From an optimization exercise on the open Yosys and OpenROAD flow, aimed at small area; shortcuts taken in it are not production practice. Where RTL was checked, it was by simulation tests only, not by an equivalence proof against the original. No functional check of the RTL was part of run 1. No activity file was given, so power comes from the tool's default toggle rates. The flow treats the clock pin as an ideal source, which a real chip does not have.

`flow/config.mk`:
```
export PLATFORM = sky130hd
export DESIGN_NAME = ANITA3_simple_trigger
export DESIGN_NICKNAME = ANITA3_simple_trigger
export VERILOG_FILES = /design/flow/design.v
export SDC_FILE = /design/flow/constraint.sdc
export NUM_CORES = 4
export LEC_CHECK = 0
export CAP_MARGIN = 20
export CORE_MARGIN = 2
export CORE_UTILIZATION = 75
export PLACE_DENSITY = 0.85
export SLEW_MARGIN = 20
```
`flow/constraint.sdc`:
```
create_clock -name core_clock -period 4.0 [get_ports {clk250_i}]
set_input_delay 0.8000 -clock core_clock [delete_from_list [all_inputs] [get_ports {clk250_i}]]
set_output_delay 0.8000 -clock core_clock [all_outputs]
set_load 0.01 [all_outputs]
```
`flow/design.v`:
```
`timescale 1ns / 1ps
module srl_oneshot(
		input clk250_i,
		input rst_i,           
		input rst_hold_i,      
		input valid_i,
		input [1:0] phi_n_i,   
		input phi_n_next_i,    
		input [1:0] pmask_i,   
		output [1:0] hold_n_o,    
		output [1:0] trig_d_n_o,  
		output [1:0] scal_L1_o,
		output [1:0] scal_o
    );
	reg [1:0] trig_n;
	reg [1:0] dl0_n;
	reg [1:0] dl1_n;
	reg [1:0] tdl0_n;
	reg [41:0] code;         
	reg [1:0] tdl15_n;
	reg [1:0] l1_flag;
	reg [1:0] flag;
	wire pa = !dl1_n[0];
	wire pb = !dl1_n[1];
	wire ta = !tdl0_n[0];
	wire tb = !tdl0_n[1];
	wire [2:0] enc = {pa & pb, pb & (!pa | ta), tb | (pa & !pb)};
	wire [2:0] y = code[41:39];
	wire pb15 = y[2] | y[1];
	wire pa15 = y[2] | (!y[1] & y[0]);
	wire ta15 = y[2] & y[1];
	wire tb15 = pb15 & y[0];
	wire [1:0] p15 = {pb15, pa15};
	always @(posedge clk250_i) begin
		if (rst_hold_i) trig_n <= 2'b11;
		else begin
			trig_n[0] <= phi_n_i[0] | phi_n_i[1] | pmask_i[0];
			trig_n[1] <= phi_n_i[1] | phi_n_next_i | pmask_i[1];
		end
		dl0_n <= phi_n_i;
		dl1_n <= dl0_n;
		tdl0_n <= trig_n;
		code <= {code[38:0], enc};
		tdl15_n <= {!tb15, !ta15};
	end
	genvar s;
	generate
		for (s = 0; s < 2; s = s + 1) begin : SEC
			always @(posedge clk250_i) begin
				if (rst_hold_i) l1_flag[s] <= 1'b0;
				else if (!phi_n_i[s]) l1_flag[s] <= 1'b1;
				else if (p15[s] && valid_i) l1_flag[s] <= 1'b0;
				if (rst_i) flag[s] <= 1'b0;
				else if (!trig_n[s]) flag[s] <= 1'b1;
				else if (!tdl15_n[s] && valid_i) flag[s] <= 1'b0;
			end
		end
	endgenerate
	assign hold_n_o = dl1_n;
	assign trig_d_n_o = tdl0_n;
	assign scal_L1_o = l1_flag;
	assign scal_o = flag;
endmodule
`timescale 1ns / 1ps
module srl_oneshot_with_ref(
		input clk250_i,
		input rst_i,
		input valid_i,
		input pulse_i,
		input flag_i,
		output mon_scal_o
    );
	reg mon_x_n;
	reg mon_edge_n;
	reg mon_flag;
	reg [15:0] mon_delay_line_n;
	wire x_n = !(flag_i & pulse_i);
	always @(posedge clk250_i) begin
		if (rst_i) begin
			mon_edge_n <= 1'b1;
			mon_flag <= 1'b0;
		end else begin
			mon_edge_n <= x_n || !mon_x_n;
			if (!mon_edge_n) mon_flag <= 1'b1;
			else if (!mon_delay_line_n[15] && valid_i) mon_flag <= 1'b0;
		end
		mon_x_n <= x_n;
		mon_delay_line_n <= {mon_delay_line_n[14:0],mon_edge_n};
	end
	assign mon_scal_o = mon_flag;
endmodule
`timescale 1ns / 1ps
module ANITA3_trigger_holdoff(
		input clk250_i,
		input rst_i,
		input trig_i,
		output holdoff_o
    );
	reg holdoff_div_2;
	reg [3:0] holdoff_counter;
	wire [4:0] holdoff_counter_plus_one = holdoff_counter + 1;
	reg trigger_holdoff;
	reg clear_holdoff;
	always @(posedge clk250_i) begin
		if (rst_i) begin
			trigger_holdoff <= 0;
			holdoff_div_2 <= 0;
			holdoff_counter <= {4{1'b0}};
			clear_holdoff <= 0;
		end else begin
			if (clear_holdoff) trigger_holdoff <= 0;
			else if (trig_i) trigger_holdoff <= 1;
			if (!trigger_holdoff) holdoff_div_2 <= 0;
			else holdoff_div_2 <= ~holdoff_div_2;
			if (!trigger_holdoff) holdoff_counter <= {4{1'b0}};
			else if (holdoff_div_2) holdoff_counter <= holdoff_counter_plus_one;
			clear_holdoff <= holdoff_counter_plus_one[4];
		end
	end
	assign holdoff_o = trigger_holdoff;
endmodule
`timescale 1ns / 1ps
module ANITA3_simple_trigger_map(
		input clk250_i,
		input [47:0] L1_i,
		input [31:0] mask_i,
		output [15:0] V_pol_phi_n_o,
		output [15:0] H_pol_phi_n_o
    );
	wire [15:0] V_in;
	wire [15:0] H_in;
	assign V_in[0]  = L1_i[4*2+0];  assign V_in[4]  = L1_i[4*2+1];
	assign H_in[0]  = L1_i[4*2+2];  assign H_in[4]  = L1_i[4*2+3];
	assign V_in[2]  = L1_i[4*3+0];  assign V_in[6]  = L1_i[4*3+1];
	assign H_in[2]  = L1_i[4*3+2];  assign H_in[6]  = L1_i[4*3+3];
	assign V_in[1]  = L1_i[4*4+0];  assign V_in[5]  = L1_i[4*4+1];
	assign H_in[1]  = L1_i[4*4+2];  assign H_in[5]  = L1_i[4*4+3];
	assign V_in[3]  = L1_i[4*5+0];  assign V_in[7]  = L1_i[4*5+1];
	assign H_in[3]  = L1_i[4*5+2];  assign H_in[7]  = L1_i[4*5+3];
	assign V_in[15] = L1_i[4*6+0];  assign V_in[11] = L1_i[4*6+1];
	assign H_in[15] = L1_i[4*6+2];  assign H_in[11] = L1_i[4*6+3];
	assign V_in[13] = L1_i[4*7+0];  assign V_in[9]  = L1_i[4*7+1];
	assign H_in[13] = L1_i[4*7+2];  assign H_in[9]  = L1_i[4*7+3];
	assign V_in[14] = L1_i[4*8+0];  assign V_in[10] = L1_i[4*8+1];
	assign H_in[14] = L1_i[4*8+2];  assign H_in[10] = L1_i[4*8+3];
	assign V_in[12] = L1_i[4*9+0];  assign V_in[8]  = L1_i[4*9+1];
	assign H_in[12] = L1_i[4*9+2];  assign H_in[8]  = L1_i[4*9+3];
	reg [15:0] V_pol_phi_reg;
	reg [15:0] H_pol_phi_reg;
	reg [15:0] V_pol_phi_pipe;
	reg [15:0] H_pol_phi_pipe;
	always @(posedge clk250_i) begin
		V_pol_phi_reg <= ~(V_in & ~mask_i[15:0]);
		H_pol_phi_reg <= ~(H_in & ~mask_i[31:16]);
		V_pol_phi_pipe <= V_pol_phi_reg;
		H_pol_phi_pipe <= H_pol_phi_reg;
	end
	assign V_pol_phi_n_o = V_pol_phi_pipe;
	assign H_pol_phi_n_o = H_pol_phi_pipe;
endmodule
`timescale 1ns / 1ps
module ANITA3_simple_trigger( clk250_i,
										rst_i,
										L1_i,
										trig_o,
										scal_o,
										scal_L1_o,
										disable_i,
										refpulse_i,
										mon_scal_o,
										ant_mask_i,
										phi_mask_i,
										phi_o,
										count_o
										);
	input clk250_i;
	input rst_i;
	input [47:0] L1_i;
	input [31:0] ant_mask_i;
	input [31:0] phi_mask_i;
	output trig_o;
	output [31:0] phi_o;
	output [31:0] scal_o;
	output [31:0] scal_L1_o;
	input refpulse_i;
	output [31:0] mon_scal_o;
	output [7:0] count_o;
	input disable_i;
	wire [31:0] phi_n;
	wire [31:0] hold_n;
	wire [31:0] trig_d_n;
	ANITA3_simple_trigger_map u_map(.clk250_i(clk250_i),
											  .mask_i(ant_mask_i),
											  .L1_i(L1_i),
											  .V_pol_phi_n_o(phi_n[15:0]),
											  .H_pol_phi_n_o(phi_n[31:16]));
	reg [1:0] rst_d;
	always @(posedge clk250_i) rst_d <= {rst_d[0], rst_i};
	wire rst_hold = rst_i | rst_d[0] | rst_d[1];
	reg [4:0] rst_age;
	reg valid;
	always @(posedge clk250_i) begin
		if (rst_i) begin
			rst_age <= 5'd0;
			valid <= 1'b0;
		end else begin
			if (!valid) rst_age <= rst_age + 5'd1;
			if (rst_age == 5'd17) valid <= 1'b1;
		end
	end
	reg [15:0] V_pol_pat;
	reg [15:0] H_pol_pat;
	reg rf_trigger;
	wire any_rf_trigger = !rst_d[0] && !(&trig_d_n);
	reg [1:0] raw_rf_trigger;
	wire trigger_holdoff;
	reg [7:0] raw_rf_count;
	reg rf_count_flag;
	reg [7:0] rf_count;
	reg trig_disable;
	generate
		genvar p, j;
		for (p = 0; p < 2; p = p + 1) begin : POL
			for (j = 0; j < 8; j = j + 1) begin : PAIR
				srl_oneshot u_pair(.clk250_i(clk250_i),
										 .rst_i(rst_i),
										 .rst_hold_i(rst_hold),
										 .valid_i(valid),
										 .phi_n_i(phi_n[16*p+2*j +: 2]),
										 .phi_n_next_i(phi_n[16*p+(2*j+2)%16]),
										 .pmask_i(phi_mask_i[16*p+2*j +: 2]),
										 .hold_n_o(hold_n[16*p+2*j +: 2]),
										 .trig_d_n_o(trig_d_n[16*p+2*j +: 2]),
										 .scal_L1_o(scal_L1_o[16*p+2*j +: 2]),
										 .scal_o(scal_o[16*p+2*j +: 2]));
			end
		end
		genvar i;
		for (i = 0; i < 32; i = i + 1) begin : MON
			srl_oneshot_with_ref u_mon(.clk250_i(clk250_i),.rst_i(rst_i),.valid_i(valid),
												.pulse_i(refpulse_i),.flag_i(scal_o[i]),
												.mon_scal_o(mon_scal_o[i]));
		end
	endgenerate
	wire latch_pat = any_rf_trigger && !trigger_holdoff;
	wire pat_load = latch_pat & ~rst_i;
	wire pat_keep = ~latch_pat & ~rst_i;
	always @(posedge clk250_i) begin
		V_pol_pat <= (~hold_n[15:0] & {16{pat_load}}) | (V_pol_pat & {16{pat_keep}});
		H_pol_pat <= (~hold_n[31:16] & {16{pat_load}}) | (H_pol_pat & {16{pat_keep}});
	end
	always @(posedge clk250_i) begin
		if (rst_i) begin
			trig_disable <= 1'b0;
			rf_trigger <= 1'b0;
			raw_rf_trigger <= 2'b00;
			rf_count_flag <= 1'b0;
			raw_rf_count <= 8'd0;
			rf_count <= 8'd0;
		end else begin
			trig_disable <= disable_i;
			rf_trigger <= latch_pat && !trig_disable;
			raw_rf_trigger <= {raw_rf_trigger[0],any_rf_trigger};
			rf_count_flag <= raw_rf_trigger[0] && !raw_rf_trigger[1];
			if (rf_count_flag) raw_rf_count <= raw_rf_count + 8'd1;
			if (rf_count_flag && trigger_holdoff) rf_count <= raw_rf_count;
		end
	end
	ANITA3_trigger_holdoff u_rf_holdoff(.clk250_i(clk250_i),
													.rst_i(rst_i),
													.trig_i(any_rf_trigger),
													.holdoff_o(trigger_holdoff));
	assign trig_o = rf_trigger;
	assign phi_o = {H_pol_pat,V_pol_pat};
	assign count_o = rf_count;
endmodule
```
`flow/flow/run.sh`:
```
#!/bin/bash
set -euo pipefail
export BUFFER_PORTS_ARGS="-buffer_cell sky130_fd_sc_hd__buf_1"
export CTS_ARGS="-sink_clustering_enable -repair_clock_nets -dont_use_dummy_load -buf_list sky130_fd_sc_hd__clkbuf_8 -sink_clustering_size 20 -sink_clustering_max_diameter 60"

bash standard.sh finish > standard_make.log 2>&1
```
`flow/standard.sh`:
```
#!/bin/bash
# synth_recipe.tcl (not shown) runs the flow's synth.tcl, then flattens the netlist and writes it again
# the make line also repeats each setting of config.mk as NAME=value (left out here)
make -C /OpenROAD-flow-scripts/flow DESIGN_CONFIG=/design/flow/config.mk WORK_HOME=/design/flow/orfs CLKGATE_MAP_FILE= SYNTH_SCRIPT=/design/flow/synth_recipe.tcl "${@:-finish}"
```
==> key figures, run 1 <==
Outcome
  – Result of the run: finished clean

STA
  – Final count of hold timing violations: 0
  – Minimum clock period: 2390 ps
  – Total setup violations reported at the end of the flow: 0
  – Slew at the pin closest to its max-slew limit: 958 ps
  – Max-slew violation count: 0
  – Max_slew headroom: 36.0%
  – FMAX: 419 MHz
  – Tcrit/Tclk final: 59.6%
  – Setup TNS Final: 0 ps
  – Worst-case setup margin in the final layout: 1610 ps
  – Setup repair after global routing missed its margin: false
  – Worst clock skew on the final layout: 27.5 ps
  – Smallest hold slack: between 200 and 250 ps

Synthesis
  – Top post-synthesis cells by count: sky130_fd_sc_hd__dfxtp_1 (1636), sky130_fd_sc_hd__a21oi_1 (141), sky130_fd_sc_hd__o21ai_0 (131)
  – Number of flops mapped to enable cells by yosys: 0
  – Post-synth design cell area: 0.0371 mm²
  – Unique masters post-synth: 30
  – Simple-gate portion of the synthesized area: about 3.4%
  – Compound-Gate Fraction of Synth Area: 5.12%
  – Synth Area in XOR/XNOR: less than 1%
  – Synth area leader: sky130_fd_sc_hd__dfxtp_1
  – Proportion of synthesized area in mux cells: 0.0540%
  – Leading cell types by total area after synthesis: sky130_fd_sc_hd__dfxtp_1 (88%), sky130_fd_sc_hd__a21oi_1 (1.9%), sky130_fd_sc_hd__o21ai_0 (1.8%), sky130_fd_sc_hd__buf_4 (1.4%), sky130_fd_sc_hd__o32ai_2 (1.3%)
  – Area share of the largest cell type after synthesis: 88.3%
  – Combinational family with the most area after synthesis: compound AO/OA/AOI/OAI gates
  – Count of state elements after synthesis: 1636
  – Average size of a mapped cell: around 15 µm²
  – Warning count from the yosys run: 5
  – Share of flip-flops with an asynchronous set or reset: 0%
  – Post-Synthesis Cells: 2401
  – Seq/Total Area, Yosys: 88.3%
  – Total nets after synthesis: roughly 2500
  – Top FF cell, synth: sky130_fd_sc_hd__dfxtp_1
  – Post-synthesis adder-cell area fraction: less than 1%
  – Count leader, synth: sky130_fd_sc_hd__dfxtp_1

GRT
  – GR Util met3: under 10%
  – Global route total overflow: 0
  – Number of antenna violations at the first check in global routing: 2
  – Largest net degree at the start of global routing: 65
  – Met2 Usage GRT: 40.8%
  – Overall track demand over capacity in global routing: 24.5%
  – First-pass GRT wire length: 93.3 mm
  – Most utilized layer in the global route result: met2
  – GR Util met1: 30.8%
  – Number of global-route vias before repair: around 17000

Routing
  – Pre-Repair DR Iteration Count: 5
  – Detailed-route wire length: 62.2 mm
  – DRC violation total after the first TritonRoute iteration: 1060
  – Count of nets left with antenna violations after detail routing: 0
  – Vias: 16700
  – Number of design rule violations left after detail routing: 0
  – Via density per instance: 5.07
  – Mean routed wirelength per cell: 18.9 µm

CTS
  – Clock tree root buffer cell: sky130_fd_sc_hd__clkbuf_8
  – Resize count post-CTS: 0
  – Clock net sink count: 1636
  – Number of buffers inserted by post-CTS setup repair: 0
  – Skew-Pair Late Insertion Delay: 710 ps
  – Total number of H-tree levels: 3
  – Clock tree from TritonCTS: done
  – Hold-fix buffers, CTS: 0
  – Clock edge transition at the registers on the reported setup and hold paths: 110 ps
  – Clock Path Buffers: 3
  – TritonCTS buffer count: ~90

Pwr
  – Maximum resistive drop on vdd: 0.000423 V
  – Seq pwr share: 71.8%
  – Clock power frac: 27.3%
  – Proportion of power drawn by combinational gates: less than 1%
  – Switching portion of total power: 19.8%
  – Internal cell power: 18.8 mW
  – PD cells: just under 600 mW/mm²
  – Static leakage power: between 15 and 20 nW
  – Net load switching power: 4.66 mW

Placement
  – Gp weighted congestion: 0.831
  – # port buffers: 236
  – HPWL after detailed placement: 39.6 mm
  – Dpl ws: around 900 ps

Cells and area
  – Top flop regs: POL.PAIR.u_pair.code: 672 flops, MON.u_mon.mon_delay_line_n: 512 flops
  – Max reg flops: 672
  – Fraction of layout instances using a drive strength above 1: 5.18%
  – Register with the most flip-flops: POL.PAIR.u_pair.code
  – Final net count: roughly 2700
  – Area growth from synthesis to layout: 6.31%

Critical path
  – Critical Path Slowest Stage Cell: sky130_fd_sc_hd__buf_4
  – Crit-path max FO: 47
  – Required time of the worst setup path: 4560 ps
  – Top cell family by delay on the critical path: buffers and inverters
  – Largest stage delay, worst path: just under 600 ps
  – Category of the worst setup path launch point: input pin
  – Most frequent cell on the critical path: sky130_fd_sc_hd__buf_4
  – Arrival time reported for the critical path endpoint: 2950 ps
  – CP cell instances: clkbuf_4 > buf_4 > nor3_1 > o21ai_4 > buf_4 > o32ai_1
  – CP bufs+invs: 3
  – Critical path endpoint category: flip-flop
  – Critical setup path kind: in2reg

Floorplanning
  – Floorplan row count: 81
  – Die extent in x: around 230 µm
  – I/O Pins: 253
  – Starting utilization of the core area: around three quarters
  – Vertical die dimension: 226 µm
  – Total Die Area: just over 0.05 mm²
  – Placeable Area: about 0.049 mm²

Job
  – Max-capacitance violation count: 0

Worst hold path
  – Class of the tightest hold or removal check: in2reg
power groups by stage:
stage,Combinational (mW),Sequential (mW),Clock (mW)
2_1_floorplan,0.123,17.2,0
3_5_place_dp,0.216,17.2,0
3_3_place_gp,0.202,17.2,0
4_1_cts,0.221,16.9,6.51
6_report,0.221,16.9,6.41
5_1_grt,0.239,16.9,7.04
routing by layer:
| metal | wire length, µm | vias up |
|---|---|---|
| met4 | 2910 | 0 |
| met5 | 0 | - |
| met2 | 30100 | 427 |
| met3 | 2750 | 151 |
| li1 | - | 8023 |
| met1 | 26400 | 8072 |
kinds of logic after synthesis:
family	count (synthesis)
muxes	2
and+or+nand+nor	247
adders and majority gates	4
xor gates and xnor gates	12
buffers and inverters	194
DFF	1636
AOI/OAI and AO/OA	306
stage by stage:
| stage | total power, mW | cell area (µm²) | instances | util (%) |
|---|---|---|---|---|
| floorplan | 17.3 | 37100 | 2401 | - |
| global placement | 17.4 | 38200 | 3196 | 78.1 |
| detailed placement | 17.4 | 38200 | 3196 | 78.1 |
| CTS | 23.6 | 39400 | 3287 | 80.7 |
| global route | 24.2 | 39400 | 3289 | 80.7 |
| finish | 23.5 | 39400 | 3289 | 80.7 |
cells in the final DEF (no fill, tap or decap), types with 3 or more instances in the layout:
cell type | Yosys | layout
sky130_fd_sc_hd__dfxtp_1 | 1636 | 1636
sky130_fd_sc_hd__o32ai_2 | 30 | 30
sky130_fd_sc_hd__nor2b_1 | 5 | 4
sky130_fd_sc_hd__nand3_1 | 42 | 42
sky130_fd_sc_hd__nand2_1 | 77 | 77
sky130_fd_sc_hd__nand2b_1 | 33 | 33
sky130_fd_sc_hd__clkbuf_8 | 0 | 91
sky130_fd_sc_hd__ha_1 | 4 | 4
sky130_fd_sc_hd__nor2_1 | 37 | 37
sky130_fd_sc_hd__inv_1 | 82 | 82
sky130_fd_sc_hd__a21oi_1 | 141 | 141
sky130_fd_sc_hd__nand4_1 | 13 | 13
sky130_fd_sc_hd__xor2_1 | 9 | 9
sky130_fd_sc_hd__xnor2_1 | 3 | 3
sky130_fd_sc_hd__buf_4 | 67 | 6
sky130_fd_sc_hd__or4_1 | 32 | 32
sky130_fd_sc_hd__o21ai_0 | 131 | 131
sky130_fd_sc_hd__buf_1 | 1 | 234
path summary, 6_finish.rpt:
| path | from | to | slack (ps) | cells after the start |
|---|---|---|---|---|
| min | L1_i[21] | u_map.V_pol_phi_reg[7]$_DFF_P_ | 240 | 2 |
| max | rst_i | V_pol_pat[15]$_DFF_P_ | 1610 | 6 |
| max reg2reg | POL[0].PAIR[5].u_pair.tdl0_n[0]$_DFF_P_ | V_pol_pat[15]$_DFF_P_ | 1700 | 5 |
| min reg2reg | MON[23].u_mon.mon_delay_line_n[10]$_DFF_P_ | MON[23].u_mon.mon_delay_line_n[11]$_DFF_P_ | 320 | 0 |
area by class of cell:
class	count	area, µm²
Timing Repair Buffer	242	936
Antenna cell	2	5.00
Fill cell	2499	9420
Inverter	83	312
Tap cell	664	831
Multi-Input combinational cell	571	3350
Sequential cell	1636	32800
Clock buffer	91	1250
==> run 2, diff against run 1 <==
--- a/flow/design.v
+++ b/flow/design.v
@@ -9,5 +9,5 @@
 		input [1:0] pmask_i,   
 		output [1:0] hold_n_o,    
-		output [1:0] trig_d_n_o,  
+		output [1:0] trig_n_o,    
 		output [1:0] scal_L1_o,
 		output [1:0] scal_o
@@ -58,5 +58,5 @@
 	endgenerate
 	assign hold_n_o = dl1_n;
-	assign trig_d_n_o = tdl0_n;
+	assign trig_n_o = trig_n;
 	assign scal_L1_o = l1_flag;
 	assign scal_o = flag;
@@ -189,5 +189,5 @@
 	wire [31:0] phi_n;
 	wire [31:0] hold_n;
-	wire [31:0] trig_d_n;
+	wire [31:0] trig_n;
 	ANITA3_simple_trigger_map u_map(.clk250_i(clk250_i),
 											  .mask_i(ant_mask_i),
@@ -212,5 +212,5 @@
 	reg [15:0] H_pol_pat;
 	reg rf_trigger;
-	wire any_rf_trigger = !rst_d[0] && !(&trig_d_n);
+	reg any_rf_trigger;
 	reg [1:0] raw_rf_trigger;
 	wire trigger_holdoff;
@@ -231,5 +231,5 @@
 										 .pmask_i(phi_mask_i[16*p+2*j +: 2]),
 										 .hold_n_o(hold_n[16*p+2*j +: 2]),
-										 .trig_d_n_o(trig_d_n[16*p+2*j +: 2]),
+										 .trig_n_o(trig_n[16*p+2*j +: 2]),
 										 .scal_L1_o(scal_L1_o[16*p+2*j +: 2]),
 										 .scal_o(scal_o[16*p+2*j +: 2]));
@@ -253,4 +253,5 @@
 		if (rst_i) begin
 			trig_disable <= 1'b0;
+			any_rf_trigger <= 1'b0;
 			rf_trigger <= 1'b0;
 			raw_rf_trigger <= 2'b00;
@@ -260,4 +261,5 @@
 		end else begin
 			trig_disable <= disable_i;
+			any_rf_trigger <= !(&trig_n);
 			rf_trigger <= latch_pat && !trig_disable;
 			raw_rf_trigger <= {raw_rf_trigger[0],any_rf_trigger};
==> run 2 against run 1 <==
Net effect: sequential power is essentially flat; synthesized cell count decreased by 0.17%; cell count fell by 1.2%; critical endpoint is now scal_o[11]; largest cell class unchanged; largest power group unchanged.
==> key figures, run 2 <==
Outcome
  – Result of the run: finished clean

STA
  – FMAX: roughly 440 MHz
  – Worst clock skew on the final layout: about 55 ps
  – Final count of hold timing violations: 0
  – Worst-case setup margin in the final layout: approximately 1700 ps
  – Max_slew headroom: 32.5%
  – Setup TNS Final: 0 ps
  – Total setup violations reported at the end of the flow: 0
  – Setup repair after global routing missed its margin: false
  – Max-slew violation count: 0
  – Smallest hold slack: 225 ps
  – Slew at the pin closest to its max-slew limit: a little over 1000 ps
  – Tcrit/Tclk final: 56.9%
  – Minimum clock period: 2280 ps

Floorplanning
  – Vertical die dimension: 225 µm
  – Floorplan row count: 81
  – Die extent in x: 225 µm
  – Total Die Area: approximately 0.051 mm²
  – I/O Pins: 253
  – Placeable Area: between 0.04 and 0.05 mm²
  – Starting utilization of the core area: 75.5%

Synthesis
  – Post-synth design cell area: 0.0367 mm²
  – Seq/Total Area, Yosys: 89.3%
  – Warning count from the yosys run: 5
  – Unique masters post-synth: 24
  – Area share of the largest cell type after synthesis: 89.3%
  – Count leader, synth: sky130_fd_sc_hd__dfxtp_1
  – Count of state elements after synthesis: 1637
  – Post-Synthesis Cells: ~2400
  – Total nets after synthesis: about 2500
  – Share of flip-flops with an asynchronous set or reset: 0%
  – Top post-synthesis cells by count: sky130_fd_sc_hd__dfxtp_1 (1637), sky130_fd_sc_hd__o21ai_0 (162), sky130_fd_sc_hd__a21oi_1 (142)
  – Synth area leader: sky130_fd_sc_hd__dfxtp_1
  – Top FF cell, synth: sky130_fd_sc_hd__dfxtp_1
  – Average size of a mapped cell: between 15 and 20 µm²
  – Leading cell types by total area after synthesis: sky130_fd_sc_hd__dfxtp_1 (89%), sky130_fd_sc_hd__o21ai_0 (2.2%), sky130_fd_sc_hd__a21oi_1 (1.9%), sky130_fd_sc_hd__buf_4 (1.3%), sky130_fd_sc_hd__nand2_1 (1.1%)
  – Number of flops mapped to enable cells by yosys: 0

Cells and area
  – Number of filler cells placed in the layout: 2465
  – Final net count: 2747
  – Sequential cell area in the final layout: between 0.03 and 0.04 mm²
  – Number of standard cells in the layout, taps in and fillers out: 3250
  – Fraction of layout instances using a drive strength above 1: 4.00%
  – Max reg flops: 672
  – Top flop regs: POL.PAIR.u_pair.code: 672 flops, MON.u_mon.mon_delay_line_n: 512 flops
  – Most frequent standard cell in the layout excluding fill and tap cells: sky130_fd_sc_hd__dfxtp_1
  – Area growth from synthesis to layout: 6.38%
  – Register with the most flip-flops: POL.PAIR.u_pair.code
  – Most used cells in the layout excluding fill and tap cells: sky130_fd_sc_hd__dfxtp_1 (1637), sky130_fd_sc_hd__buf_1 (234), sky130_fd_sc_hd__o21ai_0 (162)
  – Multi-input combinational cell area: between 0.003 and 0.004 mm²
  – Core utilization of the finished layout: 80.3%
  – Finished Cell Area: approximately 0.04 mm²

GRT
  – GR Util met3: between 4 and 5%
  – Number of global-route vias before repair: 16900
  – Global route total overflow: 0
  – Most utilized layer in the global route result: met2
  – Met2 Usage GRT: 39.2%
  – Largest net degree at the start of global routing: 80
  – GR Util met1: 31.2%
  – First-pass GRT wire length: ~91 mm
  – Number of antenna violations at the first check in global routing: 1
  – Overall track demand over capacity in global routing: around a quarter

Placement
  – HPWL after detailed placement: 38.7 mm
  – Placed instance area: ~0.038 mm²
  – # port buffers: 236
  – Post-Place Cells: 3156
  – Dpl ws: 1280 ps
  – Gp weighted congestion: 0.838

Pwr
  – Post-layout power: 23.5 mW
  – Maximum resistive drop on vdd: 0.000366 V
  – Static leakage power: 15.3 nW
  – PD cells: 601 mW/mm²

Critical path
  – Critical path endpoint category: output pin
  – CP bufs+invs: 1
  – CP cell instances: buf_1
  – Required time of the worst setup path: 3200 ps
  – Largest stage delay, worst path: ~500 ps
  – Top cell family by delay on the critical path: flip-flops
  – Critical Path Slowest Stage Cell: sky130_fd_sc_hd__dfxtp_1
  – Critical setup path kind: reg2out
  – Category of the worst setup path launch point: flip-flop
  – R2R setup slack: 1770 ps
  – Crit-path max FO: 4
  – Arrival time reported for the critical path endpoint: 1480 ps

CTS
  – Clock Path Buffers: 3
  – Clock edge transition at the registers on the reported setup and hold paths: 120 ps
  – Clock tree from TritonCTS: done
  – Clock tree root buffer cell: sky130_fd_sc_hd__clkbuf_8
  – Resize count post-CTS: 0
  – TritonCTS buffer count: 91
  – Clock net sink count: ~1600
  – Number of buffers inserted by post-CTS setup repair: 0
  – Total number of H-tree levels: 3
  – Hold-fix buffers, CTS: 0
  – Skew-Pair Late Insertion Delay: 700 ps

Routing
  – Vias: roughly 17000
  – Pre-Repair DR Iteration Count: 7
  – Mean routed wirelength per cell: 18.6 µm
  – Detailed-route wire length: between 60 and 70 mm
  – Count of nets left with antenna violations after detail routing: 0
  – DRC violation total after the first TritonRoute iteration: 1039
  – Number of design rule violations left after detail routing: 0
  – Via density per instance: slightly above 5

Job
  – Max-capacitance violation count: 0

Worst hold path
  – Class of the tightest hold or removal check: in2reg
[run 2: where the power goes]
| group | internal (mW) | total [mW] | switching (mW) |
|---|---|---|---|
| clock network | 2.06 | 6.40 | 4.33 |
| logic | 0.0691 | 0.197 | 0.128 |
| registers | 16.7 | 16.9 | 0.166 |
| total | 18.8 | 23.5 | 4.63 |
[run 2: per-layer routing]
metal  wire length [µm]  part of all wire (%)
met5                  0                     0
met3               3010                   5.0
met4               2770                   4.6
met2              28700                    47
met1              26100                    43
[run 2: worst register-to-register path, stage by stage (launching register included)]
cell	delay (ps)
sky130_fd_sc_hd__dfxtp_1	640
sky130_fd_sc_hd__inv_1	170
sky130_fd_sc_hd__a21oi_4	730
sky130_fd_sc_hd__buf_4	370
sky130_fd_sc_hd__nand2_1	100
sky130_fd_sc_hd__o21ai_0	110
[run 2: final timing paths]
path / start / endpoint / depth (start not counted)
worst max register to register: u_rf_holdoff.trigger_holdoff$_SDFFE_PP0P_ / H_pol_pat[15]$_DFF_P_ / 5
worst min-delay path: L1_i[35] / u_map.H_pol_phi_reg[10]$_DFF_P_ / 2
worst max-delay path: POL[0].PAIR[5].u_pair.flag[1]$_SDFFE_PP0P_ / scal_o[11] / 1
worst min register to register: POL[1].PAIR[2].u_pair.dl0_n[1]$_DFF_P_ / POL[1].PAIR[2].u_pair.dl1_n[1]$_DFF_P_ / 0
[run 2: kinds of logic (layout without fill, tap and decap cells)]
kind of cell               after synthesis  count (layout)  share of synthesized area [%]
AOI/OAI and AO/OA                      304             304                           4.14
buffers and inverters                  158             386                           2.36
muxes                                    2               2                         0.0545
other                                    0               3                              0
DFF                                   1637            1637                           89.3
and+or+nand+nor                        280             280                           3.75
xor gates and xnor gates                12              12                          0.286
adders and majority gates                4               4                          0.136
[run 2: cell type report]
type | count | share of cell area [%]
inverters | 51 | 0.490
multi-input cells | 602 | 7.91
repair buffers | 244 | 2.47
clock buffers | 91 | 3.21
diodes | 3 | 0.0192
well taps | 622 | 1.99
flip-flops and latches | 1637 | 83.9
==> run 3, diff against run 2 <==
--- a/flow/design.v
+++ b/flow/design.v
@@ -9,22 +9,24 @@
 		input [1:0] pmask_i,   
 		output [1:0] hold_n_o,    
-		output [1:0] trig_n_o,    
+		output any_trig_next_o,   
 		output [1:0] scal_L1_o,
 		output [1:0] scal_o
     );
-	reg [1:0] trig_n;
-	reg [1:0] dl0_n;
-	reg [1:0] dl1_n;
-	reg [1:0] tdl0_n;
-	reg [41:0] code;         
+	reg [47:0] code;         
 	reg [1:0] tdl15_n;
 	reg [1:0] l1_flag;
 	reg [1:0] flag;
-	wire pa = !dl1_n[0];
-	wire pb = !dl1_n[1];
-	wire ta = !tdl0_n[0];
-	wire tb = !tdl0_n[1];
-	wire [2:0] enc = {pa & pb, pb & (!pa | ta), tb | (pa & !pb)};
-	wire [2:0] y = code[41:39];
+	wire pa_now = !phi_n_i[0];
+	wire pb_now = !phi_n_i[1];
+	wire ta_next = !rst_hold_i & pa_now & pb_now & !pmask_i[0];
+	wire tb_next = !rst_hold_i & pb_now & !phi_n_next_i & !pmask_i[1];
+	wire [2:0] enc = {pa_now & pb_now, pb_now & (!pa_now | ta_next), tb_next | (pa_now & !pb_now)};
+	wire [2:0] y0 = code[2:0];
+	wire ta0 = y0[2] & y0[1];
+	wire tb0 = (y0[2] | y0[1]) & y0[0];
+	wire [2:0] y1 = code[5:3];
+	wire pb1 = y1[2] | y1[1];
+	wire pa1 = y1[2] | (!y1[1] & y1[0]);
+	wire [2:0] y = code[47:45];
 	wire pb15 = y[2] | y[1];
 	wire pa15 = y[2] | (!y[1] & y[0]);
@@ -32,14 +34,7 @@
 	wire tb15 = pb15 & y[0];
 	wire [1:0] p15 = {pb15, pa15};
-	always @(posedge clk250_i) begin
-		if (rst_hold_i) trig_n <= 2'b11;
-		else begin
-			trig_n[0] <= phi_n_i[0] | phi_n_i[1] | pmask_i[0];
-			trig_n[1] <= phi_n_i[1] | phi_n_next_i | pmask_i[1];
-		end
-		dl0_n <= phi_n_i;
-		dl1_n <= dl0_n;
-		tdl0_n <= trig_n;
-		code <= {code[38:0], enc};
+	wire [1:0] t0 = {tb0, ta0};
+	always @(posedge clk250_i) begin
+		code <= {code[44:0], enc};
 		tdl15_n <= {!tb15, !ta15};
 	end
@@ -52,11 +47,11 @@
 				else if (p15[s] && valid_i) l1_flag[s] <= 1'b0;
 				if (rst_i) flag[s] <= 1'b0;
-				else if (!trig_n[s]) flag[s] <= 1'b1;
+				else if (t0[s]) flag[s] <= 1'b1;
 				else if (!tdl15_n[s] && valid_i) flag[s] <= 1'b0;
 			end
 		end
 	endgenerate
-	assign hold_n_o = dl1_n;
-	assign trig_n_o = trig_n;
+	assign hold_n_o = {!pb1, !pa1};
+	assign any_trig_next_o = ta_next | tb_next;
 	assign scal_L1_o = l1_flag;
 	assign scal_o = flag;
@@ -189,5 +184,5 @@
 	wire [31:0] phi_n;
 	wire [31:0] hold_n;
-	wire [31:0] trig_n;
+	wire [15:0] any_trig_next;
 	ANITA3_simple_trigger_map u_map(.clk250_i(clk250_i),
 											  .mask_i(ant_mask_i),
@@ -213,4 +208,5 @@
 	reg rf_trigger;
 	reg any_rf_trigger;
+	reg any_rf_next;
 	reg [1:0] raw_rf_trigger;
 	wire trigger_holdoff;
@@ -231,5 +227,5 @@
 										 .pmask_i(phi_mask_i[16*p+2*j +: 2]),
 										 .hold_n_o(hold_n[16*p+2*j +: 2]),
-										 .trig_n_o(trig_n[16*p+2*j +: 2]),
+										 .any_trig_next_o(any_trig_next[8*p+j]),
 										 .scal_L1_o(scal_L1_o[16*p+2*j +: 2]),
 										 .scal_o(scal_o[16*p+2*j +: 2]));
@@ -254,4 +250,5 @@
 			trig_disable <= 1'b0;
 			any_rf_trigger <= 1'b0;
+			any_rf_next <= 1'b0;
 			rf_trigger <= 1'b0;
 			raw_rf_trigger <= 2'b00;
@@ -261,5 +258,6 @@
 		end else begin
 			trig_disable <= disable_i;
-			any_rf_trigger <= !(&trig_n);
+			any_rf_trigger <= any_rf_next;
+			any_rf_next <= |any_trig_next;
 			rf_trigger <= latch_pat && !trig_disable;
 			raw_rf_trigger <= {raw_rf_trigger[0],any_rf_trigger};
==> run 3 against run 2 <==
Net effect: global-route usage increased by 1.1 points; cell count increased by 1.4%; die area decreased by 0.51%; critical endpoint is now scal_o[31]; sequential share of layout area decreased by 1.3 points; largest cell class unchanged; hold slack improved by 20 ps.
==> key figures, run 3 <==
Outcome
  – Result of the run: finished clean

Synthesis
  – Number of flops mapped to enable cells by yosys: 0
  – Top FF cell, synth: sky130_fd_sc_hd__dfxtp_1
  – Share of flip-flops with an asynchronous set or reset: 0%
  – Compound-Gate Fraction of Synth Area: 5.17%
  – Synth area leader: sky130_fd_sc_hd__dfxtp_1
  – Combinational family with the most area after synthesis: compound AO/OA/AOI/OAI gates
  – Post-synth design cell area: 0.0365 mm²
  – Leading cell types by total area after synthesis: sky130_fd_sc_hd__dfxtp_1 (88%), sky130_fd_sc_hd__o21ai_0 (2.2%), sky130_fd_sc_hd__a21oi_1 (1.9%), sky130_fd_sc_hd__buf_4 (1.3%), sky130_fd_sc_hd__nand2_1 (1.3%)
  – Total nets after synthesis: about 2600
  – Post-synthesis adder-cell area fraction: 0.137%
  – Count leader, synth: sky130_fd_sc_hd__dfxtp_1
  – Warning count from the yosys run: 5
  – Simple-gate portion of the synthesized area: 4.11%
  – Count of state elements after synthesis: 1606
  – Synth Area in XOR/XNOR: 0.288%
  – Proportion of synthesized area in mux cells: 0.0548%
  – Top post-synthesis cells by count: sky130_fd_sc_hd__dfxtp_1 (1606), sky130_fd_sc_hd__o21ai_0 (162), sky130_fd_sc_hd__a21oi_1 (141)
  – Post-Synthesis Cells: 2449
  – Unique masters post-synth: 30
  – Seq/Total Area, Yosys: about nine tenths
  – Average size of a mapped cell: 14.9 µm²
  – Area share of the largest cell type after synthesis: around 90%

CTS
  – Clock Path Buffers: 3
  – Total number of H-tree levels: 3
  – Clock tree root buffer cell: sky130_fd_sc_hd__clkbuf_8
  – Resize count post-CTS: 0
  – Clock tree from TritonCTS: done
  – Clock net sink count: 1606
  – Clock edge transition at the registers on the reported setup and hold paths: 110 ps
  – Skew-Pair Late Insertion Delay: 710 ps
  – Number of buffers inserted by post-CTS setup repair: 0
  – Hold-fix buffers, CTS: 0
  – TritonCTS buffer count: 90

Placement
  – # port buffers: 236
  – HPWL after detailed placement: a little over 40 mm
  – Gp weighted congestion: 0.858

Routing
  – DRC violation total after the first TritonRoute iteration: 1173
  – Vias: about 17000
  – Pre-Repair DR Iteration Count: 5
  – Count of nets left with antenna violations after detail routing: 0
  – Via density per instance: 5.23
  – Number of design rule violations left after detail routing: 0
  – Top Metal Used: met4
  – Sum of met2 wire segment lengths after detailed routing: 32.2 mm
  – Detailed-route wire length: 64.7 mm
  – Met3 layer wire length in the routed design: 2.96 mm
  – Mean routed wirelength per cell: just under 20 µm
  – Met1 wire length: approximately 27 mm

Cells and area
  – Register with the most flip-flops: POL.PAIR.u_pair.code
  – Number of filler cells placed in the layout: 2389
  – Most used cells in the layout excluding fill and tap cells: sky130_fd_sc_hd__dfxtp_1 (1606), sky130_fd_sc_hd__buf_1 (234), sky130_fd_sc_hd__o21ai_0 (162)
  – Final net count: 2800
  – Most frequent standard cell in the layout excluding fill and tap cells: sky130_fd_sc_hd__dfxtp_1
  – Area growth from synthesis to layout: 6.50%
  – Max reg flops: around 770
  – Top flop regs: POL.PAIR.u_pair.code: 768 flops, MON.u_mon.mon_delay_line_n: 512 flops
  – Core utilization of the finished layout: 81.1%
  – Sequential cell area in the final layout: about 0.032 mm²
  – Fraction of layout instances using a drive strength above 1: 4.18%
  – Multi-input combinational cell area: 0.00358 mm²

Floorplanning
  – Starting utilization of the core area: between 70% and 80%
  – Floorplan row count: 80
  – Die extent in x: 225 µm
  – I/O Pins: 253
  – Placeable Area: 0.0479 mm²
  – Total Die Area: 0.0505 mm²
  – Vertical die dimension: between 200 and 250 µm

Critical path
  – Worst flop-to-flop path startpoint: valid$_SDFFE_PP0N_
  – Arrival time reported for the critical path endpoint: 1500 ps
  – Largest stage delay, worst path: 540 ps
  – Critical Path Slowest Stage Cell: sky130_fd_sc_hd__dfxtp_1
  – Required time of the worst setup path: 3200 ps
  – Critical setup path kind: reg2out
  – Start point of the critical path: POL[1].PAIR[7].u_pair.flag[1]$_SDFFE_PP0P_
  – CP cell instances: buf_1
  – Crit-path max FO: 4
  – Category of the worst setup path launch point: flip-flop
  – Top cell family by delay on the critical path: flip-flops
  – CP bufs+invs: 1
  – Critical path endpoint category: output pin

GRT
  – Global route total overflow: 0
  – Largest net degree at the start of global routing: 59
  – Number of antenna violations at the first check in global routing: 5
  – Number of global-route vias before repair: between 15000 and 20000
  – First-pass GRT wire length: 95.2 mm
  – Overall track demand over capacity in global routing: 25.2%

Pwr
  – Proportion of power drawn by combinational gates: 1.2%
  – Net load switching power: between 4 and 5 mW
  – PD cells: approximately 600 mW/mm²
  – Maximum resistive drop on vdd: approximately 0.00043 V
  – Internal cell power: 18.6 mW
  – Seq pwr share: 71.5%
  – Switching portion of total power: between 20% and 30%
  – Clock power frac: 27.3%
  – Static leakage power: between 15 and 20 nW

STA
  – Setup TNS Final: 0 ps
  – Setup repair after global routing missed its margin: false
  – Smallest hold slack: ~250 ps
  – Tcrit/Tclk final: 57.4%
  – Total setup violations reported at the end of the flow: 0
  – FMAX: ~440 MHz
  – Minimum clock period: approximately 2300 ps
  – Worst clock skew on the final layout: 63.4 ps
  – Max-slew violation count: 0
  – Final count of hold timing violations: 0
  – Max_slew headroom: 48.9%
  – Slew at the pin closest to its max-slew limit: roughly 760 ps

Job
  – Max-capacitance violation count: 0

Worst hold path
  – Class of the tightest hold or removal check: in2reg
  – Min-Delay Startpoint: L1_i[31]
[run 3: power by group through the flow]
| stage | Combinational [mW] | Clock (mW) | Sequential [mW] |
|---|---|---|---|
| final | 0.288 | 6.35 | 16.7 |
| after floorplan | 0.156 | 0 | 16.9 |
| after global routing | 0.307 | 6.97 | 16.7 |
| after detailed placement | 0.272 | 0 | 17.0 |
| after CTS | 0.277 | 6.39 | 16.7 |
| after global placement | 0.253 | 0 | 17.0 |
[run 3: routing by layer]
layer  track usage, %  up-vias
met4             11.8        0
met5                0        -
met1             31.0     8398
li1                 -     8172
met2             43.3      514
met3             4.79      163
[run 3: worst paths after layout]
kind | to | slack [ps] | depth (start not counted)
worst max-delay path | scal_o[31] | 1700 | 1
worst min register to register | POL[1].PAIR[6].u_pair.code[23]$_DFF_P_ | 260 | 0
worst min-delay path | u_map.H_pol_phi_reg[9]$_DFF_P_ | 250 | 2
worst max register to register | MON[2].u_mon.mon_flag$_SDFFE_PP0P_ | 1990 | 5
[run 3: kinds of logic (layout without fill, tap and decap cells)]
kind of cell	after synthesis	count (layout)
AO/OA/AOI/OAI	343	343
XOR/XNOR	12	12
adder cells (fa/ha/maj)	4	4
buffers and inverters	143	372
flip-flops	1606	1606
multiplexers	2	2
other	0	4
AND/OR/NAND/NOR	339	339
[run 3: cell type report]
class	count	share of cell area, %
sequential	1606	82.7
clock buffer	90	3.18
inverter	36	0.347
multi-input combinational	700	9.21
tap	615	1.98
timing repair buffer	246	2.59
antenna	4	0.0257
[run 3: through the flow]
step                      instance area (µm²)  std cells  power, mW  setup WS [ps]
final                                   38900       3297       23.3           1700
after detailed placement                37600       3201       17.3           1180
after global placement                  37600       3201       17.2           1350
after floorplan                         36500       2449       17.1           2260
after global routing                    38900       3297       24.0           1670
after CTS                               38800       3291       23.3           1660
==> run 4, diff against run 3 <==
==> flow/flow/run.sh (replaced) <==
#!/bin/bash
set -euo pipefail
export BUFFER_PORTS_ARGS="-buffer_cell sky130_fd_sc_hd__buf_1"
export CTS_ARGS="-sink_clustering_enable -repair_clock_nets -dont_use_dummy_load -buf_list sky130_fd_sc_hd__clkbuf_16 -sink_clustering_size 32 -sink_clustering_max_diameter 70"

bash standard.sh finish > standard_make.log 2>&1
==> run 4 against run 3 <==
Net effect: hold slack better by 41 ps; critical endpoint is now POL[1].PAIR[6].u_pair.code[0]$_DFF_P_; maximum frequency shrank 1.4%; clock skew down 36 ps; register-to-register slack got worse by 90 ps; total power increased by 2.3%; sequential share of layout area decreased by 0.35 points.
==> key figures, run 4 <==
Placement
  – HPWL after detailed placement: 41.2 mm
  – # port buffers: 236
  – Placed instance area: 0.0376 mm²
  – Gp weighted congestion: 0.858

CTS
  – Clock tree root buffer cell: sky130_fd_sc_hd__clkbuf_16
  – Number of buffers inserted by post-CTS setup repair: 0
  – Clock net sink count: 1606
  – Total number of H-tree levels: 2
  – Clock Path Buffers: 3
  – Clock tree from TritonCTS: done
  – Hold-fix buffers, CTS: 0
  – TritonCTS buffer count: 56
  – Clock edge transition at the registers on the reported setup and hold paths: 110 ps
  – Resize count post-CTS: 0
  – Skew-Pair Late Insertion Delay: 650 ps

Synthesis
  – Combinational family with the most area after synthesis: compound AO/OA/AOI/OAI gates
  – Warning count from the yosys run: 5
  – Compound-Gate Fraction of Synth Area: 5.17%
  – Top post-synthesis cells by count: sky130_fd_sc_hd__dfxtp_1 (1606), sky130_fd_sc_hd__o21ai_0 (162), sky130_fd_sc_hd__a21oi_1 (141)
  – Post-synthesis adder-cell area fraction: 0.137%
  – Area share of the largest cell type after synthesis: around 88%
  – Count leader, synth: sky130_fd_sc_hd__dfxtp_1
  – Count of state elements after synthesis: 1606
  – Average size of a mapped cell: 14.9 µm²
  – Post-Synthesis Cells: roughly 2400
  – Share of flip-flops with an asynchronous set or reset: 0%
  – Simple-gate portion of the synthesized area: 4.11%
  – Post-synth design cell area: 0.0365 mm²
  – Seq/Total Area, Yosys: between 80% and 90%
  – Unique masters post-synth: 30
  – Proportion of synthesized area in mux cells: 0.0548%
  – Synth area leader: sky130_fd_sc_hd__dfxtp_1
  – Total nets after synthesis: 2569
  – Synth Area in XOR/XNOR: less than 1%
  – Top FF cell, synth: sky130_fd_sc_hd__dfxtp_1
  – Leading cell types by total area after synthesis: sky130_fd_sc_hd__dfxtp_1 (88%), sky130_fd_sc_hd__o21ai_0 (2.2%), sky130_fd_sc_hd__a21oi_1 (1.9%), sky130_fd_sc_hd__buf_4 (1.3%), sky130_fd_sc_hd__nand2_1 (1.3%)
  – Number of flops mapped to enable cells by yosys: 0

Floorplanning
  – Total Die Area: 0.0505 mm²
  – Die extent in x: 225 µm
  – I/O Pins: 253
  – Placeable Area: 0.0479 mm²
  – Vertical die dimension: 225 µm
  – Starting utilization of the core area: roughly 76%
  – Floorplan row count: 80

STA
  – Max_slew headroom: 50.1%
  – Worst clock skew on the final layout: 27.4 ps
  – Setup TNS Final: 0 ps
  – Tcrit/Tclk final: 58.2%
  – Slew at the pin closest to its max-slew limit: 749 ps
  – FMAX: 429 MHz
  – Minimum clock period: 2330 ps
  – Max-slew violation count: 0
  – Setup repair after global routing missed its margin: false
  – Final count of hold timing violations: 0
  – Total setup violations reported at the end of the flow: 0

Routing
  – Detailed-route wire length: between 60 and 70 mm
  – Count of nets left with antenna violations after detail routing: 0
  – Number of design rule violations left after detail routing: 0
  – Pre-Repair DR Iteration Count: 6
  – Via density per instance: 5.26
  – DRC violation total after the first TritonRoute iteration: 1189
  – Mean routed wirelength per cell: 20.6 µm
  – Vias: 17200

Critical path
  – Arrival time reported for the critical path endpoint: 2830 ps
  – Critical setup path kind: in2reg
  – Critical path endpoint category: flip-flop
  – Required time of the worst setup path: ~4500 ps
  – Crit-path max FO: 39
  – Category of the worst setup path launch point: input pin

Cells and area
  – Core utilization of the finished layout: 81.5%
  – Max reg flops: 768
  – Register with the most flip-flops: POL.PAIR.u_pair.code
  – Fraction of layout instances using a drive strength above 1: 2.95%
  – Number of filler cells placed in the layout: 2319
  – Final net count: 2766
  – Area growth from synthesis to layout: 6.95%
  – Top flop regs: POL.PAIR.u_pair.code: 768 flops, MON.u_mon.mon_delay_line_n: 512 flops
  – Most used cells in the layout excluding fill and tap cells: sky130_fd_sc_hd__dfxtp_1 (1606), sky130_fd_sc_hd__buf_1 (234), sky130_fd_sc_hd__o21ai_0 (162)
  – Most frequent standard cell in the layout excluding fill and tap cells: sky130_fd_sc_hd__dfxtp_1
  – Finished Cell Area: 0.0391 mm²

GRT
  – Overall track demand over capacity in global routing: a little over a quarter
  – Global route total overflow: 0
  – Largest net degree at the start of global routing: 59
  – Number of antenna violations at the first check in global routing: 5
  – Number of global-route vias before repair: roughly 18000
  – First-pass GRT wire length: 101 mm

Job
  – Max-capacitance violation count: 0

Worst hold path
  – Class of the tightest hold or removal check: in2reg

Outcome
  – Result of the run: finished clean

Pwr
  – Static leakage power: around 15 nW
  – PD cells: 610 mW/mm²
  – Maximum resistive drop on vdd: 0.000445 V
==> run 4: cell types whose count changed in the layout (fill, tap and decap cells not counted) <==
cell,delta
sky130_fd_sc_hd__clkbuf_8,-90
sky130_fd_sc_hd__clkbuf_16,+56
sky130_fd_sc_hd__diode_2,+1
==> run 4: path summary, 6_finish.rpt <==
kind | start | endpoint | slack (ps) | cells after the start
setup / recovery | rst_i | POL[1].PAIR[6].u_pair.code[0]$_DFF_P_ | 1670 | 4
hold / removal | L1_i[8] | u_map.V_pol_phi_reg[0]$_DFF_P_ | 290 | 2
setup reg to reg | valid$_SDFFE_PP0N_ | POL[1].PAIR[3].u_pair.flag[0]$_SDFFE_PP0P_ | 1900 | 5
hold reg to reg | POL[1].PAIR[5].u_pair.code[32]$_DFF_P_ | POL[1].PAIR[5].u_pair.code[35]$_DFF_P_ | 300 | 0
==> run 4: worst max-delay path, stage by stage <==
cell and delay [ps]:
sky130_fd_sc_hd__clkbuf_4 390, sky130_fd_sc_hd__or3_2 810, sky130_fd_sc_hd__buf_4 350, sky130_fd_sc_hd__o41ai_1 440
==> run 4: stage by stage <==
| step | setup slack [ps] | hold WS (ps) | instances | power [mW] |
|---|---|---|---|---|
| 2_1_floorplan | 2260 | 310 | 2449 | 17.1 |
| 3_3_place_gp | 1350 | 310 | 3201 | 17.2 |
| 3_5_place_dp | 1180 | 312 | 3201 | 17.3 |
| 4_1_cts | 1710 | 260 | 3257 | 23.9 |
| 5_1_grt | 1700 | 266 | 3262 | 24.4 |
| 6_report | 1670 | 286 | 3264 | 23.8 |
==> run 4: kinds of logic after synthesis <==
kind of cell               after synthesis
DFF                                   1606
AOI/OAI and AO/OA                      343
and+or+nand+nor                        339
buffers and inverters                  143
xor gates and xnor gates                12
adders and majority gates                4
muxes                                    2
==> run 4: cell type report <==
class / instances / area, µm² / area share (%)
Antenna cell: 5 / 12.5 / 0.0320
Clock buffer: 56 / 1400 / 3.59
Sequential cell: 1606 / 32200 / 82.3
Tap cell: 615 / 769 / 1.97
Multi-Input combinational cell: 700 / 3580 / 9.17
Inverter: 36 / 135 / 0.346
Timing Repair Buffer: 246 / 1010 / 2.58
==> run 4: report_power, final <==
part	total, mW	switching [mW]	leakage (nW)	internal (mW)
sequential	16.7	0.219	13.1	16.4
clock	6.88	4.35	0.690	2.53
combinational	0.292	0.186	1.27	0.106
total	23.8	4.75	15.1	19.1
==> run 4: per-layer routing <==
metal	up-vias	routed length, µm	track usage [%]	share of wire (%)
met1	8387	27500	33.1	41
li1	8120	-	-	-
met3	173	3180	4.81	4.7
met5	-	29	0	0.043
met2	478	33700	46.4	50
met4	4	2730	11.6	4.1
==> run 5, diff against run 4 <==
==> flow/flow/run.sh (replaced) <==
#!/bin/bash
set -euo pipefail
export BUFFER_PORTS_ARGS="-buffer_cell sky130_fd_sc_hd__buf_1"
export CTS_ARGS="-sink_clustering_enable -repair_clock_nets -dont_use_dummy_load -buf_list sky130_fd_sc_hd__clkbuf_8 -sink_clustering_size 20 -sink_clustering_max_diameter 50"

bash standard.sh finish > standard_make.log 2>&1
--- a/flow/config.mk
+++ b/flow/config.mk
@@ -8,5 +8,5 @@
 export CAP_MARGIN = 20
 export CORE_MARGIN = 2
-export CORE_UTILIZATION = 75
-export PLACE_DENSITY = 0.85
+export CORE_UTILIZATION = 60
+export PLACE_DENSITY = 0.7
 export SLEW_MARGIN = 20
==> run 5 against run 4 <==
Net effect: sequential share of layout area is 0.42 points lower; synthesized area is the same; hold slack got worse by 65 ps; critical path depth is 3 lower; register-to-register slack lost 30 ps; total power fell by 1.3%; global-route usage down 8.6 points; worst setup slack gained 22 ps; final area rose by 0.52%; synthesized cell count did not move; first-iteration DRC count fell by 30%; routed wire length down 15%.
==> key figures, run 5 <==
Outcome
  – Result of the run: finished clean

Routing
  – Mean routed wirelength per cell: 16.4 µm
  – Pre-Repair DR Iteration Count: 5
  – Sum of met2 wire segment lengths after detailed routing: 26.2 mm
  – Detailed-route wire length: 57.1 mm
  – Top Metal Used: met4
  – Count of nets left with antenna violations after detail routing: 0
  – Number of design rule violations left after detail routing: 0
  – DRC violation total after the first TritonRoute iteration: 828
  – Via density per instance: 4.73
  – Met1 wire length: around 26 mm
  – Met3 layer wire length in the routed design: 2.59 mm
  – Vias: around 16000

Pwr
  – Static leakage power: 15.1 nW
  – Post-layout power: 23.5 mW
  – Maximum resistive drop on vdd: around 0.0003 V
  – PD cells: 600 mW/mm²

Critical path
  – Critical Path Slowest Stage Cell: sky130_fd_sc_hd__dfxtp_1
  – CP cell instances: buf_1
  – Critical setup path kind: reg2out
  – Top cell family by delay on the critical path: flip-flops
  – Arrival time reported for the critical path endpoint: around 1500 ps
  – Critical path endpoint category: output pin
  – Largest stage delay, worst path: 490 ps
  – Crit-path max FO: 4
  – R2R setup slack: 1870 ps
  – Start point of the critical path: POL[0].PAIR[1].u_pair.flag[1]$_SDFFE_PP0P_
  – Worst flop-to-flop path startpoint: u_rf_holdoff.trigger_holdoff$_SDFFE_PP0P_
  – Required time of the worst setup path: 3200 ps
  – CP bufs+invs: 1
  – Category of the worst setup path launch point: flip-flop

Cells and area
  – Final net count: 2814
  – Fraction of layout instances using a drive strength above 1: 4.72%
  – Most used cells in the layout excluding fill and tap cells: sky130_fd_sc_hd__dfxtp_1 (1606), sky130_fd_sc_hd__buf_1 (234), sky130_fd_sc_hd__o21ai_0 (162)
  – Register with the most flip-flops: POL.PAIR.u_pair.code
  – Core utilization of the finished layout: 65.2%
  – Max reg flops: ~770
  – Top flop regs: POL.PAIR.u_pair.code: 768 flops, MON.u_mon.mon_delay_line_n: 512 flops
  – Area growth from synthesis to layout: 7.50%
  – Most frequent standard cell in the layout excluding fill and tap cells: sky130_fd_sc_hd__dfxtp_1

GRT
  – Overall track demand over capacity in global routing: between 15 and 20%
  – Number of global-route vias before repair: roughly 16000
  – Global route total overflow: 0
  – First-pass GRT wire length: 87.3 mm
  – Largest net degree at the start of global routing: slightly below 60
  – Number of antenna violations at the first check in global routing: 5

CTS
  – Number of buffers inserted by post-CTS setup repair: 0
  – Clock tree root buffer cell: sky130_fd_sc_hd__clkbuf_8
  – Hold-fix buffers, CTS: 0
  – Skew-Pair Late Insertion Delay: 720 ps
  – Clock net sink count: 1606
  – TritonCTS buffer count: 104
  – Total number of H-tree levels: 3
  – Clock Path Buffers: 3
  – Resize count post-CTS: 0
  – Clock tree from TritonCTS: done
  – Clock edge transition at the registers on the reported setup and hold paths: ~110 ps

Synthesis
  – Warning count from the yosys run: 5
  – Top post-synthesis cells by count: sky130_fd_sc_hd__dfxtp_1 (1606), sky130_fd_sc_hd__o21ai_0 (162), sky130_fd_sc_hd__a21oi_1 (141)
  – Top FF cell, synth: sky130_fd_sc_hd__dfxtp_1
  – Number of flops mapped to enable cells by yosys: 0
  – Area share of the largest cell type after synthesis: 88.0%
  – Post-synth design cell area: 0.0365 mm²
  – Count of state elements after synthesis: 1606
  – Post-Synthesis Cells: 2449
  – Seq/Total Area, Yosys: approximately nine tenths
  – Unique masters post-synth: 30
  – Count leader, synth: sky130_fd_sc_hd__dfxtp_1
  – Synth area leader: sky130_fd_sc_hd__dfxtp_1
  – Leading cell types by total area after synthesis: sky130_fd_sc_hd__dfxtp_1 (88%), sky130_fd_sc_hd__o21ai_0 (2.2%), sky130_fd_sc_hd__a21oi_1 (1.9%), sky130_fd_sc_hd__buf_4 (1.3%), sky130_fd_sc_hd__nand2_1 (1.3%)
  – Average size of a mapped cell: 14.9 µm²
  – Total nets after synthesis: 2569
  – Share of flip-flops with an asynchronous set or reset: 0%

STA
  – Max-slew violation count: 0
  – Smallest hold slack: between 200 and 250 ps
  – Tcrit/Tclk final: between 50% and 60%
  – Slew at the pin closest to its max-slew limit: 843 ps
  – Setup TNS Final: 0 ps
  – Worst-case setup margin in the final layout: ~1700 ps
  – Setup repair after global routing missed its margin: false
  – FMAX: 434 MHz
  – Worst clock skew on the final layout: 76.7 ps
  – Minimum clock period: 2310 ps
  – Total setup violations reported at the end of the flow: 0
  – Final count of hold timing violations: 0
  – Max_slew headroom: a little over two fifths

Floorplanning
  – Total Die Area: 0.0629 mm²
  – Die extent in x: between 200 and 300 µm
  – I/O Pins: ~250
  – Floorplan row count: 90
  – Placeable Area: 0.0602 mm²
  – Vertical die dimension: 251 µm
  – Starting utilization of the core area: 60.6%

Worst hold path
  – Min-Delay Startpoint: L1_i[9]
  – Class of the tightest hold or removal check: in2reg

Placement
  – # port buffers: approximately 240
  – HPWL after detailed placement: 38.4 mm
  – Dpl ws: roughly 1300 ps
  – Gp weighted congestion: 0.832

Job
  – Max-capacitance violation count: 0
run 5: where the power goes:
group	total (mW)	leakage, nW	switching (mW)	internal (mW)
logic	0.271	1.25	0.169	0.101
registers	16.6	13.1	0.188	16.4
clock network	6.64	0.748	4.31	2.34
run 5: path summary, 6_finish.rpt:
check | cells after the start | to
hold reg to reg | 0 | POL[1].PAIR[6].u_pair.code[9]$_DFF_P_
setup reg to reg | 5 | V_pol_pat[14]$_DFF_P_
setup / recovery | 1 | scal_o[3]
hold / removal | 2 | u_map.V_pol_phi_reg[4]$_DFF_P_
run 5: layout make-up:
cell class                      instances  area (µm²)
Inverter                               36         136
Antenna cell                            5        12.5
Tap cell                              782         978
Sequential cell                      1606       32200
Fill cell                            4300       21000
Multi-Input combinational cell        700        3590
Timing Repair Buffer                  246         966
Clock buffer                          104        1430
run 5: logic make-up after synthesis:
group                    after synthesis  synth area share [%]
buffers and inverters                143                  2.21
flip-flops                          1606                  88.0
AO/OA/AOI/OAI                        343                  5.17
adder cells (fa/ha/maj)                4                 0.137
AND/OR/NAND/NOR                      339                  4.11
XOR/XNOR                              12                 0.288
multiplexers                           2                0.0548
run 5: metal layers:
layer | GRT usage, % | vias to the layer above
met3 | 3.43 | 126
met1 | 24.1 | 7799
met5 | 0 | -
met2 | 29.5 | 324
met4 | 7.65 | 0
li1 | - | 8208
run 5: through the flow:
step	cells	cell area, µm²
global placement	3370	37800
CTS	3474	39200
detailed placement	3370	37800
floorplan	2449	36500
finish	3479	39300
global route	3478	39300
==> run 6, diff against run 5 <==
==> flow/flow/run.sh (replaced) <==
#!/bin/bash
set -euo pipefail
export BUFFER_PORTS_ARGS="-buffer_cell sky130_fd_sc_hd__buf_1"
export CTS_ARGS="-sink_clustering_enable -repair_clock_nets -dont_use_dummy_load -buf_list sky130_fd_sc_hd__clkbuf_8 -sink_clustering_size 18 -sink_clustering_max_diameter 60"

bash standard.sh finish > standard_make.log 2>&1
--- a/flow/config.mk
+++ b/flow/config.mk
@@ -8,5 +8,5 @@
 export CAP_MARGIN = 20
 export CORE_MARGIN = 2
-export CORE_UTILIZATION = 60
-export PLACE_DENSITY = 0.7
+export CORE_UTILIZATION = 75
+export PLACE_DENSITY = 0.85
 export SLEW_MARGIN = 20
==> run 6 against run 5 <==
Net effect: clock power about the same; routed wire length rose by 15%; combinational power rose by 7%; synthesized area unchanged; clock skew is 1.6 ps lower; total power is 0.12% higher; still clean on timing, DRC and antenna; sequential cell count unchanged; non-clock buffer count stayed put; synthesized cell count stayed put; largest power group unchanged; hold slack better by 22 ps; critical endpoint is now scal_o[31]; via count increased by 4.9%; largest cell class unchanged; count of clock-buffer cells in the layout decreased by 5.
==> key figures, run 6 <==
Critical path
  – Largest stage delay, worst path: 530 ps
  – Crit-path max FO: 4
  – Required time of the worst setup path: between 3000 and 4000 ps
  – Count of cell instances traversed by the critical path: 1
  – CP bufs+invs: 1
  – Worst setup endpoint: scal_o[31]
  – R2r worst-path depth: 5
  – CP cell instances: buf_1
  – Critical setup path kind: reg2out
  – Category of the worst setup path launch point: flip-flop
  – Critical Path Slowest Stage Cell: sky130_fd_sc_hd__dfxtp_1

Floorplanning
  – I/O Pins: 253
  – Starting utilization of the core area: around three quarters
  – Placeable Area: 0.0479 mm²
  – Floorplan row count: 80
  – Total Die Area: 0.0505 mm²
  – Die extent in x: roughly 220 µm

GRT
  – Largest net degree at the start of global routing: approximately 60
  – Number of antenna violations at the first check in global routing: 4
  – First-pass GRT wire length: between 90 and 100 mm
  – Number of global-route vias before repair: 17900

Routing
  – Detailed-route wire length: 65.9 mm
  – Count of nets left with antenna violations after detail routing: 0
  – Pre-Repair DR Iteration Count: 7
  – Vias: 17300
  – Via density per instance: 5.22

Synthesis
  – Area share of the largest cell type after synthesis: around nine tenths
  – Count of state elements after synthesis: 1606
  – Synth area leader: sky130_fd_sc_hd__dfxtp_1
  – Share of flip-flops with an asynchronous set or reset: 0%
  – Unique masters post-synth: 30
  – Warning count from the yosys run: 5
  – Leading cell types by total area after synthesis: sky130_fd_sc_hd__dfxtp_1 (88%), sky130_fd_sc_hd__o21ai_0 (2.2%), sky130_fd_sc_hd__a21oi_1 (1.9%), sky130_fd_sc_hd__buf_4 (1.3%), sky130_fd_sc_hd__nand2_1 (1.3%)
  – Top FF cell, synth: sky130_fd_sc_hd__dfxtp_1
  – Seq/Total Area, Yosys: 88.0%

Pwr
  – Post-layout power: 23.6 mW
  – Proportion of power drawn by combinational gates: 1.2%
  – Static leakage power: between 15 and 20 nW
  – Clock power frac: between 20% and 30%
  – Switching portion of total power: 20.3%
  – Net load switching power: 4.79 mW
  – Internal cell power: 18.8 mW
  – PD cells: 604 mW/mm²

STA
  – Worst clock skew on the final layout: 75.1 ps
  – Slew at the pin closest to its max-slew limit: 794 ps
  – Minimum clock period: 2290 ps
  – Total setup violations reported at the end of the flow: 0
  – FMAX: 437 MHz
  – Max-slew violation count: 0
  – Max_slew headroom: 47.1%
  – Tcrit/Tclk final: around 57%

CTS
  – Clock net sink count: 1606
  – Number of buffers inserted by post-CTS setup repair: 0
  – TritonCTS buffer count: 99
  – Skew-Pair Late Insertion Delay: approximately 730 ps
  – Clock edge transition at the registers on the reported setup and hold paths: ~100 ps
  – Resize count post-CTS: 0
  – Clock Path Buffers: 3

Cells and area
  – Register with the most flip-flops: POL.PAIR.u_pair.code
  – Final net count: 2809
  – Most frequent standard cell in the layout excluding fill and tap cells: sky130_fd_sc_hd__dfxtp_1
  – Fraction of layout instances using a drive strength above 1: 4.50%
  – Top flop regs: POL.PAIR.u_pair.code: 768 flops, MON.u_mon.mon_delay_line_n: 512 flops
  – Finished Cell Area: slightly below 0.04 mm²
  – Max reg flops: ~770
  – Number of filler cells placed in the layout: 2328

Outcome
  – Result of the run: finished clean

Placement
  – Placed instance area: 0.0376 mm²
  – # port buffers: 236
  – HPWL after detailed placement: ~40 mm

Job
  – Max-capacitance violation count: 0
[run 6: cell count changes in the layout (fill, tap and decap cells not counted), sizes merged]
cell    previous run  this run
inv               35        36
clkinv             1         0
diode              5         4
clkbuf           106       101
[run 6: per-stage QoR]
stage | setup slack [ps] | instances | util (%) | hold slack (ps)
after floorplan | 2260 | 2449 | - | 310
after global placement | 1350 | 3201 | 78.4 | 310
after global routing | 1670 | 3305 | 81.4 | 213
final | 1710 | 3306 | 81.4 | 244
after detailed placement | 1180 | 3201 | 78.4 | 312
after CTS | 1660 | 3300 | 81.2 | 191
[run 6: power groups by stage]
| stage | Sequential, mW | Combinational [mW] | Clock (mW) |
|---|---|---|---|
| 4_1_cts | 16.7 | 0.279 | 6.68 |
| 3_5_place_dp | 17.0 | 0.272 | 0 |
| 6_report | 16.7 | 0.289 | 6.63 |
| 5_1_grt | 16.7 | 0.308 | 7.22 |
| 3_3_place_gp | 17.0 | 0.253 | 0 |
| 2_1_floorplan | 16.9 | 0.156 | 0 |
[run 6: area by class of cell]
type / count / area [µm²] / area share (%)
antenna: 4 / 10.0 / 0.0257
clock buffer: 99 / 1360 / 3.49
inverter: 36 / 135 / 0.346
multi-input combinational: 700 / 3580 / 9.18
sequential: 1606 / 32200 / 82.4
tap: 615 / 769 / 1.97
timing repair buffer: 246 / 1010 / 2.58
[run 6: per-layer routing]
metal	track usage [%]	share of wire, %	vias to the layer above
met2	45.1	50	502
met4	11.9	4.7	2
met5	0	0.024	-
li1	-	-	8191
met3	4.95	4.8	185
met1	31.8	41	8377
[run 6: how the worst min path moves through the flow]
| stage | startpoint | endpoint | slack (ps) | cells past startpoint |
|---|---|---|---|---|
| after CTS | L1_i[31] | u_map.H_pol_phi_reg[9]$_DFF_P_ | 190 | 2 |
| final | L1_i[31] | u_map.H_pol_phi_reg[9]$_DFF_P_ | 240 | 2 |
| after detailed placement | MON[17].u_mon.mon_delay_line_n[4]$_DFF_P_ | MON[17].u_mon.mon_delay_line_n[5]$_DFF_P_ | 310 | 0 |
| after global placement | MON[7].u_mon.mon_delay_line_n[6]$_DFF_P_ | MON[7].u_mon.mon_delay_line_n[7]$_DFF_P_ | 310 | 0 |
| after floorplan | MON[0].u_mon.mon_delay_line_n[9]$_DFF_P_ | MON[0].u_mon.mon_delay_line_n[10]$_DFF_P_ | 310 | 0 |
| after global routing | L1_i[8] | u_map.V_pol_phi_reg[0]$_DFF_P_ | 210 | 2 |
[run 6: kinds of logic (layout without fill, tap and decap cells)]
| kind of cell | Yosys count | after routing | synth area share, % |
|---|---|---|---|
| AO/OA/AOI/OAI | 343 | 343 | 5.17 |
| XOR/XNOR | 12 | 12 | 0.288 |
| flip-flops | 1606 | 1606 | 88.0 |
| other | 0 | 4 | 0 |
| AND/OR/NAND/NOR | 339 | 339 | 4.11 |
| adder cells (fa/ha/maj) | 4 | 4 | 0.137 |
| multiplexers | 2 | 2 | 0.0548 |
| buffers and inverters | 143 | 381 | 2.21 |

-- port drivers added, routing unchanged --
The flow's constraints put no driver on any port. The routed layouts listed below were extracted and timed again, unchanged, in two steps. Step 1, drivers: a clkbuf_16 drives clk250_i and a buf_2 each remaining input, both assumed. Step 2 times the ports against the registers' clock, not the clock port: input delays grow and output delays shrink by t, the midpoint of the rising clock arrivals with the driver on. Three values: ideal, step 1, step 2; two values: the first two.
run	t, ns	slack for setup (ns)
run 1	0.746	1.615 / 1.644 / 0.898
run 2	0.743	1.724 / 1.664 / 1.248
run 3	0.742	1.704 / 1.643 / 1.046
run 4	0.701	1.672 / 1.649 / 0.995
run 5	0.737	1.694 / 1.638 / 1.260
run 6	0.744	1.710 / 1.653 / 1.160
After both steps setup and hold are still met in every run listed.
